This design comes from an exercise in tuning for small area and a short achievable clock period on the open sky130 flow, not from production work. The RTL was checked by simulation tests, not by an equivalence proof against the original design. No activity file was given, so power comes from the tool's default toggle rates.

== delta ==
==> flow/design.v (excerpt) <==
module PE(
    input wire CLK,
    input wire RESET,
    input wire EN,
    input wire SELECTOR,
    input wire W_EN,
    input wire signed [7:0] active_left,
    output reg signed [7:0] active_right,
    input wire signed [15:0] in_sum,
    output reg signed [15:0] out_sum,
    input wire signed [7:0] in_weight_above,
    output wire signed [7:0] out_weight_below
    );
Settings: LEC_CHECK=0, CAP_MARGIN=20, CORE_MARGIN=2, CORE_UTILIZATION=65, GPL_TIMING_DRIVEN=0, SETUP_SLACK_MARGIN=0.6, SLEW_MARGIN=20, SYNTH_HIERARCHICAL=1; clock period 5.5 ns.
standard.sh (not shown) runs the stock make flow with config.mk's settings and CLKGATE_MAP_FILE= SYNTH_SCRIPT=/design/flow/synth_recipe.tcl, a recipe that flattens the netlist after the stock synthesis.
==> flow/flow/run.sh <==
#!/bin/bash
# Standard layout with two changes: the port buffers are the smallest buffer
# cell, and clock tree synthesis inserts no dummy loads.
set -euo pipefail
export BUFFER_PORTS_ARGS="-buffer_cell sky130_fd_sc_hd__buf_1"
export CTS_ARGS="-sink_clustering_enable -repair_clock_nets -dont_use_dummy_load"
bash standard.sh finish > flow_standard.log 2>&1
delta finished end to end and its layout was clean on timing, DRC and antenna.
For tundra, these inputs were changed with respect to delta:
# delta
export LEC_CHECK = 0
export CAP_MARGIN = 20
export CORE_MARGIN = 2
export CORE_UTILIZATION = 65
export GPL_TIMING_DRIVEN = 0
export SETUP_SLACK_MARGIN = 0.6
export SLEW_MARGIN = 20
export SYNTH_HIERARCHICAL = 1
create_clock -name core_clock -period 5.5 [get_ports {CLK}]
# tundra
export LEC_CHECK = 0
export CAP_MARGIN = 20
export CORE_MARGIN = 2
export CORE_UTILIZATION = 65
export GPL_TIMING_DRIVEN = 0
export SETUP_SLACK_MARGIN = 0.8
export SLEW_MARGIN = 20
export SYNTH_HIERARCHICAL = 1
create_clock -name core_clock -period 5.5 [get_ports {CLK}]
Between tundra and delta, the detailed-router iteration count before antenna repair figures differ only marginally. Switching power, tundra vs delta: up by a few percent. tundra vs delta, filler-free cell count of the finished design went up by 7. For sequential power, tundra and delta come out practically identical. The met3 layer wire length in the routed design number comes out higher for tundra vs delta. Any difference in smallest hold slack between tundra and delta is small enough to ignore. Between delta and tundra, the least setup slack across all paths after layout is higher for tundra. Combinational logic power, delta and tundra, lower one = delta. tundra gives less minimum clock period than delta did. Summary: with delta as the reference, final total power in tundra moved up by a little under 10%. In the metrics for delta and tundra, the one carrying the higher net switching fraction of the power is delta.
> inputs changed (tundra -> onyx)
# tundra
export LEC_CHECK = 0
export CAP_MARGIN = 20
export CORE_MARGIN = 2
export CORE_UTILIZATION = 65
export GPL_TIMING_DRIVEN = 0
export SETUP_SLACK_MARGIN = 0.8
export SLEW_MARGIN = 20
export SYNTH_HIERARCHICAL = 1
create_clock -name core_clock -period 5.5 [get_ports {CLK}]
# onyx
export LEC_CHECK = 0
export CAP_MARGIN = 20
export CORE_MARGIN = 2
export CORE_UTILIZATION = 70
export GPL_TIMING_DRIVEN = 0
export SETUP_SLACK_MARGIN = 0.7
export SLEW_MARGIN = 20
export SYNTH_HIERARCHICAL = 1
create_clock -name core_clock -period 5.5 [get_ports {CLK}]
Findings:
onyx vs tundra — via count dropped slightly
Cmp tundra and onyx / final weighted congestion of routability-driven global placement / higher: onyx
Between onyx and tundra, it is onyx whose combinational power share is lower, by 2.1 points.
Between tundra and onyx, the difference in final setup skew is negligible.
Number of logic stages on the critical path including buffering, tundra and onyx: lower on tundra
NOTE: clock power share in onyx exceeds that of tundra
On onyx: power is about 8% lower than what tundra gave.
tundra → onyx: sequential share of layout area up 1.1 points; met3 routed wirelength +77 microns.

## separate check: timing with driven ports
No port has a modelled driver above. Below, the same layouts with a new extraction and two added sets of constraints. Step 1, drivers: a clkbuf_16 drives CLK and a buf_2 each remaining input, both assumed. Step 2, shift: input delay + t, output delay - t, t = (earliest + latest rising clock arrival at the registers) / 2. This alone moves slack from input paths to output paths. a / b / c = no drivers / after step 1 / after step 2; a / b = the first two.
run | shift t [ns] | setup WS [ns] | pins driven straight from the clock port
delta | 0.322 | 0.746 / 0.748 / 0.426 | 1
tundra | 0.323 | 0.908 / 0.852 / 0.530 | 1
onyx | 0.315 | 0.800 / 0.790 / 0.475 | 1
After both steps setup and hold are still met in every run listed. The setup slack of tundra, which loses most, moves by -0.056 ns with the drivers and by -0.378 ns with both steps.
